Source: an optimization exercise on an open RTL-to-GDS flow (aim: small area, a short achievable clock period and few clock cycles per item). Production flows keep margins and buffers that such runs may drop. Function was checked by simulation only, so behaviour that the tests miss may differ from the original. Power and IR drop assume default switching activity.

==> flow/design.v <==
module BCDConvert(
    input           clk,
    input           rst,
    input           en,
    input   [11:0]  bin_d_in,
    output  [15:0]  bcd_d_out,
    output          rdy
    );
    reg         rdy_q;
    reg  [13:0] q;
    wire [13:0] nx;
    wire p27 = ~bin_d_in[9] & bin_d_in[11];
    wire p28 = bin_d_in[10] & ~p27;
    wire p29 = bin_d_in[9] & ~bin_d_in[11];
    wire p30 = ~bin_d_in[8] & ~p29;
    wire p31 = p28 & p30;
    wire p32 = bin_d_in[8] & ~bin_d_in[10];
    wire p33 = p27 & p32;
    wire p34 = ~p31 & ~p33;
    wire p35 = bin_d_in[7] & ~p34;
    wire p36 = p27 & ~p32;
    wire p37 = ~bin_d_in[8] & bin_d_in[10];
    wire p38 = p29 & ~p37;
    wire p39 = ~p36 & ~p38;
    wire p40 = ~bin_d_in[7] & ~p39;
    wire p41 = ~bin_d_in[10] & p27;
    wire p42 = p28 & p29;
    wire p43 = ~p41 & ~p42;
    wire p44 = ~bin_d_in[8] & ~p43;
    wire p45 = bin_d_in[8] & ~p28;
    wire p46 = ~p41 & p45;
    wire p47 = ~p44 & ~p46;
    wire p48 = p40 & p47;
    wire p49 = ~p35 & ~p48;
    wire p50 = bin_d_in[6] & ~p49;
    wire p51 = ~bin_d_in[7] & ~p34;
    wire p52 = ~p40 & ~p47;
    wire p53 = ~p51 & ~p52;
    wire p54 = ~bin_d_in[6] & ~p53;
    wire p55 = p40 & ~p47;
    wire p56 = bin_d_in[7] & p39;
    wire p57 = p34 & p56;
    wire p58 = ~p51 & ~p57;
    wire p59 = ~p55 & p58;
    wire p60 = p54 & p59;
    wire p61 = ~p50 & ~p60;
    wire p62 = ~bin_d_in[5] & ~p61;
    wire p63 = ~bin_d_in[6] & ~p49;
    wire p64 = ~p54 & ~p59;
    wire p65 = ~p63 & ~p64;
    wire p66 = ~bin_d_in[5] & ~p65;
    wire p67 = p54 & ~p59;
    wire p68 = bin_d_in[6] & p49;
    wire p69 = p53 & p68;
    wire p70 = ~p63 & ~p67;
    wire p71 = ~p69 & p70;
    wire p72 = ~p66 & ~p71;
    wire p73 = ~p62 & ~p72;
    wire p74 = ~bin_d_in[4] & ~p73;
    wire p75 = p66 & ~p71;
    wire p76 = bin_d_in[5] & p61;
    wire p77 = p65 & p76;
    wire p78 = ~p62 & ~p75;
    wire p79 = ~p77 & p78;
    wire p80 = p74 & ~p79;
    wire p81 = bin_d_in[5] & ~p61;
    wire p82 = p66 & p71;
    wire p83 = ~p81 & ~p82;
    wire p84 = ~bin_d_in[4] & ~p83;
    wire p85 = bin_d_in[4] & p73;
    wire p86 = p83 & p85;
    wire p87 = ~p80 & ~p84;
    assign nx[1] = p86 | ~p87;
    wire p89 = ~p74 & ~p79;
    assign nx[2] = p84 | p89;
    wire p91 = bin_d_in[4] & ~p83;
    wire p92 = p74 & p79;
    assign nx[3] = p91 | p92;
    wire p94 = ~bin_d_in[4] & p79;
    wire p95 = ~p73 & ~p94;
    assign nx[4] = ~p83 | p95;
    wire p97 = ~bin_d_in[6] & p59;
    wire p98 = ~p53 & ~p97;
    wire p99 = p49 & ~p98;
    wire p100 = ~bin_d_in[9] & ~bin_d_in[10];
    wire p101 = bin_d_in[11] & ~p100;
    wire p102 = p28 & ~p30;
    wire p103 = ~p41 & ~p102;
    wire p104 = ~bin_d_in[7] & p47;
    wire p105 = ~p39 & ~p104;
    wire p106 = p34 & ~p105;
    wire p107 = p103 & p106;
    wire p108 = p101 & p107;
    wire p109 = p99 & p108;
    wire p110 = p101 & p106;
    wire p111 = ~p103 & ~p110;
    wire p112 = p99 & p111;
    wire p113 = ~p101 & ~p106;
    wire p114 = ~p110 & ~p113;
    wire p115 = ~p107 & ~p114;
    wire p116 = ~p112 & p115;
    wire p117 = ~p109 & ~p116;
    wire p118 = ~bin_d_in[5] & p71;
    wire p119 = ~p65 & ~p118;
    wire p120 = p61 & ~p119;
    wire p121 = ~p117 & p120;
    wire p122 = ~p108 & ~p111;
    wire p123 = ~p99 & p122;
    wire p124 = p112 & p115;
    wire p125 = ~p109 & ~p123;
    wire p126 = ~p124 & p125;
    wire p127 = p121 & ~p126;
    wire p128 = ~p99 & p108;
    wire p129 = p112 & ~p115;
    wire p130 = ~p128 & ~p129;
    wire p131 = p120 & ~p130;
    wire p132 = p117 & p130;
    wire p133 = ~p120 & p132;
    wire p134 = ~p131 & ~p133;
    assign nx[5] = p127 | ~p134;
    wire p136 = ~p121 & ~p126;
    assign nx[6] = p131 | p136;
    wire p138 = ~p120 & ~p130;
    wire p139 = p121 & p126;
    assign nx[7] = p138 | p139;
    wire p141 = p120 & p126;
    wire p142 = ~p117 & ~p141;
    assign nx[8] = ~p130 | p142;
    wire p144 = p99 & p114;
    assign nx[9] = ~p122 & ~p144;
    assign nx[10] = p101 & ~p107;
    assign nx[0] = bin_d_in[3];
    assign nx[11] = bin_d_in[0];
    assign nx[12] = bin_d_in[1];
    assign nx[13] = bin_d_in[2];
    wire s32 = ~q[0] & q[3];
    wire s33 = ~q[0] & q[2];
    wire s34 = q[1] & ~s33;
    wire s35 = ~s32 & ~s34;
    wire s36 = ~q[13] & ~s35;
    wire s37 = q[1] & s33;
    wire s38 = q[0] & ~q[2];
    wire s39 = ~q[3] & s38;
    wire s40 = ~s32 & ~s39;
    wire s41 = ~s37 & s40;
    wire s42 = s36 & s41;
    wire s43 = q[0] & q[3];
    wire s44 = ~q[1] & s33;
    wire s45 = ~s43 & ~s44;
    wire s46 = q[13] & ~s45;
    wire s47 = ~s42 & ~s46;
    wire s48 = ~s36 & ~s41;
    wire s49 = ~q[13] & ~s45;
    wire s50 = ~s48 & ~s49;
    wire s51 = ~q[12] & ~s50;
    wire s52 = ~s35 & ~s42;
    wire s53 = s45 & ~s52;
    wire s54 = q[13] & ~s53;
    wire s55 = ~q[13] & s53;
    wire s56 = ~s54 & ~s55;
    wire s57 = s51 & ~s56;
    wire s58 = ~s50 & ~s57;
    assign bcd_d_out[4] = ~s47 | s58;
    wire s60 = q[12] & bcd_d_out[4];
    wire s61 = ~q[12] & ~bcd_d_out[4];
    assign bcd_d_out[1] = ~s60 & ~s61;
    wire s63 = ~q[12] & ~s47;
    wire s64 = ~s51 & s56;
    assign bcd_d_out[2] = s63 | s64;
    wire s66 = q[12] & ~s47;
    assign bcd_d_out[3] = s57 | s66;
    wire s68 = q[2] & ~s44;
    wire s69 = ~q[3] & ~s68;
    wire s70 = ~q[4] & q[7];
    wire s71 = ~q[4] & q[6];
    wire s72 = q[5] & ~s71;
    wire s73 = ~s70 & ~s72;
    wire s74 = s69 & ~s73;
    wire s75 = q[5] & s71;
    wire s76 = q[4] & ~q[6];
    wire s77 = ~q[7] & s76;
    wire s78 = ~s70 & ~s77;
    wire s79 = ~s75 & s78;
    wire s80 = s74 & s79;
    wire s81 = q[4] & q[7];
    wire s82 = ~q[5] & s71;
    wire s83 = ~s81 & ~s82;
    wire s84 = ~s69 & ~s83;
    wire s85 = ~s80 & ~s84;
    wire s86 = ~s74 & ~s79;
    wire s87 = s69 & ~s83;
    wire s88 = ~s86 & ~s87;
    wire s89 = s53 & ~s88;
    wire s90 = ~s73 & ~s80;
    wire s91 = s83 & ~s90;
    wire s92 = s69 & ~s91;
    wire s93 = ~s69 & s91;
    wire s94 = ~s92 & ~s93;
    wire s95 = s89 & s94;
    wire s96 = ~s88 & ~s95;
    assign bcd_d_out[8] = ~s85 | s96;
    wire s98 = s53 & bcd_d_out[8];
    wire s99 = ~s53 & ~bcd_d_out[8];
    assign bcd_d_out[5] = s98 | s99;
    wire s101 = s53 & ~s85;
    wire s102 = ~s89 & ~s94;
    assign bcd_d_out[6] = s101 | s102;
    wire s104 = ~s53 & ~s85;
    assign bcd_d_out[7] = s95 | s104;
    wire s106 = q[6] & ~s82;
    wire s107 = ~q[7] & ~s106;
    wire s108 = ~q[8] & q[10];
    wire s109 = ~q[9] & s108;
    wire s110 = s107 & s109;
    wire s111 = q[8] & ~q[10];
    wire s112 = q[9] & ~s108;
    wire s113 = s107 & s112;
    wire s114 = s111 & s113;
    wire s115 = ~s110 & ~s114;
    wire s116 = ~s109 & ~s113;
    wire s117 = s115 & ~s116;
    wire s118 = ~s108 & ~s111;
    wire s119 = s116 & ~s118;
    wire s120 = ~s110 & ~s119;
    wire s121 = s112 & ~s117;
    assign bcd_d_out[13] = s109 | s121;
    wire s123 = ~s107 & ~bcd_d_out[13];
    wire s124 = s115 & ~s123;
    wire s125 = s91 & ~s120;
    wire s126 = s124 & s125;
    wire s127 = ~s120 & ~s126;
    assign bcd_d_out[12] = s117 | s127;
    wire s129 = ~s91 & ~bcd_d_out[12];
    wire s130 = s91 & bcd_d_out[12];
    assign bcd_d_out[9] = s129 | s130;
    wire s132 = s124 & ~s130;
    assign bcd_d_out[10] = ~s125 & ~s132;
    wire s134 = ~s91 & s117;
    assign bcd_d_out[11] = s126 | s134;
    assign bcd_d_out[14] = q[10] & ~s109;
    assign bcd_d_out[15] = 1'b0;
    assign bcd_d_out[0] = q[11];
    always @(posedge clk) begin
        q     <= nx;
        rdy_q <= en & ~rst;
    end
    assign rdy = rdy_q;
endmodule
==> flow/flow/run.sh <==
#!/bin/bash
# Standard synthesis and layout; the only change is that the port buffers
# are the platform's smallest buffer (buf_1) instead of the default choice.
set -euo pipefail
bash standard.sh synth > synth.log 2>&1
bash standard.sh "BUFFER_PORTS_ARGS=-buffer_cell sky130_fd_sc_hd__buf_1" finish > layout.log 2>&1
==> flow/standard.sh <==
#!/bin/bash
# synth_recipe.tcl (not shown) runs the flow's synth.tcl, then flattens the netlist and writes it again
# the make line also repeats each setting of config.mk as NAME=value (left out here)
make -C /OpenROAD-flow-scripts/flow DESIGN_CONFIG=/design/flow/config.mk WORK_HOME=/design/flow/orfs CLKGATE_MAP_FILE= SYNTH_SCRIPT=/design/flow/synth_recipe.tcl "${@:-finish}"
==> flow/config.mk <==
export PLATFORM = sky130hd
export DESIGN_NAME = BCDConvert
export DESIGN_NICKNAME = BCDConvert
export VERILOG_FILES = /design/flow/design.v
export SDC_FILE = /design/flow/constraint.sdc
export NUM_CORES = 4
export LEC_CHECK = 0
export ABC_AREA = 1
export CAP_MARGIN = 20
export CORE_MARGIN = 2
export CORE_UTILIZATION = 40
export SLEW_MARGIN = 20
==> flow/constraint.sdc <==
create_clock -name core_clock -period 5.0 [get_ports {clk}]
set_input_delay 1.0000 -clock core_clock [delete_from_list [all_inputs] [get_ports {clk}]]
set_output_delay 1.0000 -clock core_clock [all_outputs]
set_load 0.01 [all_outputs]
==> results_dict.tcl <==
set metrics [dict create \
    post_cts_buffers 0 \
    grt_pass1_wl_um 4710 \
    fin_crit_sh_pct 62.4 \
    place_congestion 0.838 \
    hold_end "q[0]" \
    avgViaCountPerCell 4.39 \
    gr-total-overflow 0 \
    post_synth.cell_area_avg_um2 5.53 \
    rsz0062_at_grt "false" \
    first_pass_iters 4 \
    maxCapViolations 0 \
    path_cells "inv_1 > nor2_1 > nand2_1 > nand2_1 > nand2_1 > o21ai_0 > nand2_1 > o21ai_0 > nand2_1 > ha_1 > o21ai_0 > inv_1 > buf_1" \
    die_y_um 63.4 \
    critPathMaxStageDelay_ns 0.33 \
    setup.worst_path.class "flop to output port" \
    grt_usage_pct 13.7 \
    crit_fanout 4 \
    synth_seq_cells 15 \
    syn-instance-count 255 \
    hold_viol_final 0 \
    die_w_um 63.4 \
    grt_max_degree 9 \
    nNetsFinal 307 \
    p_leak_nw 0.880 \
    place_inst 329 \
    hpwl_um 2160 \
    fmax_mhz 321 \
    core-area_um2 3360 \
    synth_nets 274 \
    hp-start "bin_d_in[3]" \
    cp-start-kind "flop" \
    peakVddDrop_v 0.0000906 \
    cts-buffers-inserted 3 \
    ant_nets 0 \
    power_w 0.000601 \
    synth-warning-count 1 \
    finalWirelength_um 2490 \
    powerDensity_nw_per_um2 377 \
    whs_ns 0.819 \
    final_cells 333 \
    cp.required_ns 4.00 \
    cts_resized 0 \
    antenna_cells 0 \
    worstPathArrival_ns 2.12 \
    synth_top_area_cell "nand2_1" \
    fill_cells 390 \
    min_path_type "input port to flop" \
    min_period_ns 3.12 \
    yosys.area.top_type_share_pct 22.1 \
    synth_cell_types 26 \
    setup_viol 0 \
    synth_area_um2 1410 \
    cp_common_cell "nand2_1" \
    synth_ff_type "dfxtp_1" \
    synthArstFlopShare_pct 0 \
    critPathTopFamily "simple AND/OR/NAND/NOR gates" \
    drive_gt1_share_pct 6.27 \
    synth-edff-count 0 \
    cp.buffers_inverters 3 \
    grt_antenna_before_repair 0 \
    cts_sinks 15 \
    drc_errors 0 \
    clockBufferDepth 2 \
    maxSlewViolCount 0 \
    cp-end-kind "output port" \
    die-area_um2 4020 \
    std_cell_rows 21 \
    drt_iter0_drc 49 \
    cts_root_buf "clkbuf_4" \
    clkTransAtPathRegs_ns 0.08 \
    start_util_pct 41.9 \
    vias 1462 \
    io_pins 32 \
    tns_ns 0 \
    ys_top_cells_by_area "nand2_1 (22%), dfxtp_1 (21%), inv_1 (14%), nor2_1 (6.4%), nand3_1 (6.0%)" \
    cts_tree "yes" \
    wl_per_cell_um 7.48 \
    critPathSlowestCell "dfxtp_1" \
    outcome "finished clean" \
    cts_hold_buffers 0 \
    synth-seq-area-share_pct 21.3 \
    syn_to_final_growth_pct 12.9 \
    grt_pass1_vias 1276 \
    port_buffers 30 \
    htree_levels 1 \
    hold_path_depth 1 \
]
where the power goes:
part	switching (W)	internal (W)	total (W)	leakage [nW]
clock network	0.0000329	0.0000308	0.0000638	0.0150
registers	0.0000112	0.000141	0.000152	0.126
logic	0.000250	0.000134	0.000385	0.739
total	0.000294	0.000307	0.000601	0.880
routing by layer:
layer / GRT usage (%) / up-vias / wire (µm)
li1: - / 852 / -
met1: 17.1 / 593 / 1310
met2: 24.2 / 15 / 1110
met3: 1.07 / 2 / 44
met4: 5.71 / 0 / 27
met5: 0 / - / 0
registers in the layout, indices dropped and copies added (netlist names):
register,flops
q,14
rdy_q,1
worst max-delay path by stage:
stage	slack [ns]	cells past startpoint	endpoint	start
after detailed placement	2.16	18	q[6]	bin_d_in[9]
after global routing	1.59	14	bcd_d_out[5]	q[2]
after global placement	2.18	13	bcd_d_out[10]	q[2]
after floorplan	2.33	12	bcd_d_out[10]	q[2]
after CTS	1.84	13	bcd_d_out[10]	q[2]
final	1.88	13	bcd_d_out[10]	q[2]
kinds of logic (layout without fill, tap and decap cells):
group                      after synthesis  in the layout  synth area share (%)
DFF                                     15             15                  21.3
AOI/OAI and AO/OA                       34             34                  14.6
xor gates and xnor gates                 4              4                  2.48
buffers and inverters                   57             89                  15.7
adders and majority gates                4              4                  3.55
and+or+nand+nor                        140            140                  42.1
other                                    1              1                 0.266
cell usage in the layout (no fill, tap or decap):
| master | Yosys | final |
|---|---|---|
| and2_1 | 1 | 1 |
| a22oi_1 | 1 | 1 |
| o21ai_4 | 1 | 1 |
| conb_1 | 1 | 1 |
| o22ai_1 | 6 | 6 |
| nor3_1 | 1 | 1 |
| clkbuf_1 | 0 | 1 |
| nand2_2 | 8 | 8 |
| nand3_1 | 17 | 17 |
| nand4_1 | 4 | 4 |
| ha_1 | 4 | 4 |
| o21ai_1 | 3 | 3 |
| xor2_1 | 4 | 4 |
| clkbuf_4 | 0 | 3 |
| nand2_1 | 83 | 83 |
| inv_2 | 1 | 1 |
| o21ai_0 | 13 | 13 |
| nand3_2 | 2 | 2 |
| clkinv_1 | 1 | 1 |
| inv_1 | 53 | 53 |
| a21oi_1 | 5 | 5 |
| a21oi_2 | 2 | 2 |
| o211ai_1 | 1 | 1 |
| o21ai_2 | 1 | 1 |
| dfxtp_1 | 15 | 15 |
| nor2_1 | 24 | 24 |
| buf_1 | 0 | 30 |
| a31oi_1 | 1 | 1 |
synthesized netlist by cell type (2+ instances only):
cell type / number
o21ai_1: 3
nand2_1: 83
nand2_2: 8
ha_1: 4
xor2_1: 4
nor2_1: 24
nand4_1: 4
inv_1: 53
buf_4: 2
dfxtp_1: 15
o22ai_1: 6
o21ai_0: 13
nand3_2: 2
a21oi_2: 2
nand3_1: 17
a21oi_1: 5
stage by stage:
| stage | setup WS [ns] | util, % | area, µm² |
|---|---|---|---|
| 2_1_floorplan | 2.33 | - | 1410 |
| 3_3_place_gp | 2.18 | 46.5 | 1570 |
| 3_5_place_dp | 2.16 | 46.5 | 1570 |
| 4_1_cts | 1.84 | 47.3 | 1590 |
| 5_1_grt | 1.59 | 47.3 | 1590 |
| 6_report | 1.88 | 47.3 | 1590 |
layout make-up:
| type | count | area [µm²] | share of cell area (%) |
|---|---|---|---|
| Inverter | 55 | 206 | 13.0 |
| Timing Repair Buffer | 30 | 113 | 7.08 |
| Sequential cell | 15 | 300 | 18.9 |
| Multi-Input combinational cell | 183 | 888 | 55.8 |
| Tap cell | 46 | 57.6 | 3.62 |
| Clock buffer | 4 | 26.3 | 1.65 |
Testbench counts, summed over its fixed seeds: cycles 3,200, items 1,600.

## what the ideal ports hide
How much do the figures lean on ideal ports? The routed layout below was timed once more, with nothing changed but the port constraints.
Step 1: set_driving_cell puts a clkbuf_16 on clk and a buf_2 on each other input, an assumption about the parent block.
Step 2 adds t to the input delays and takes it off the output delays; t is the mean of the earliest and latest rising clock arrival at the registers after step 1. Input paths then give back, and output paths get back, about the clock's delay inside the block.
a / b / c = ideal / step 1 / step 2; a / b = the first two.
t, ns: 0.286
slack for setup (ns): 1.882 / 1.861 / 2.143
worst slew at a driven data input, ns: 0.03
After both steps setup and hold are still met in this run. For this run, drivers alone change the setup slack by -0.021 ns; drivers and shift together by +0.261 ns.
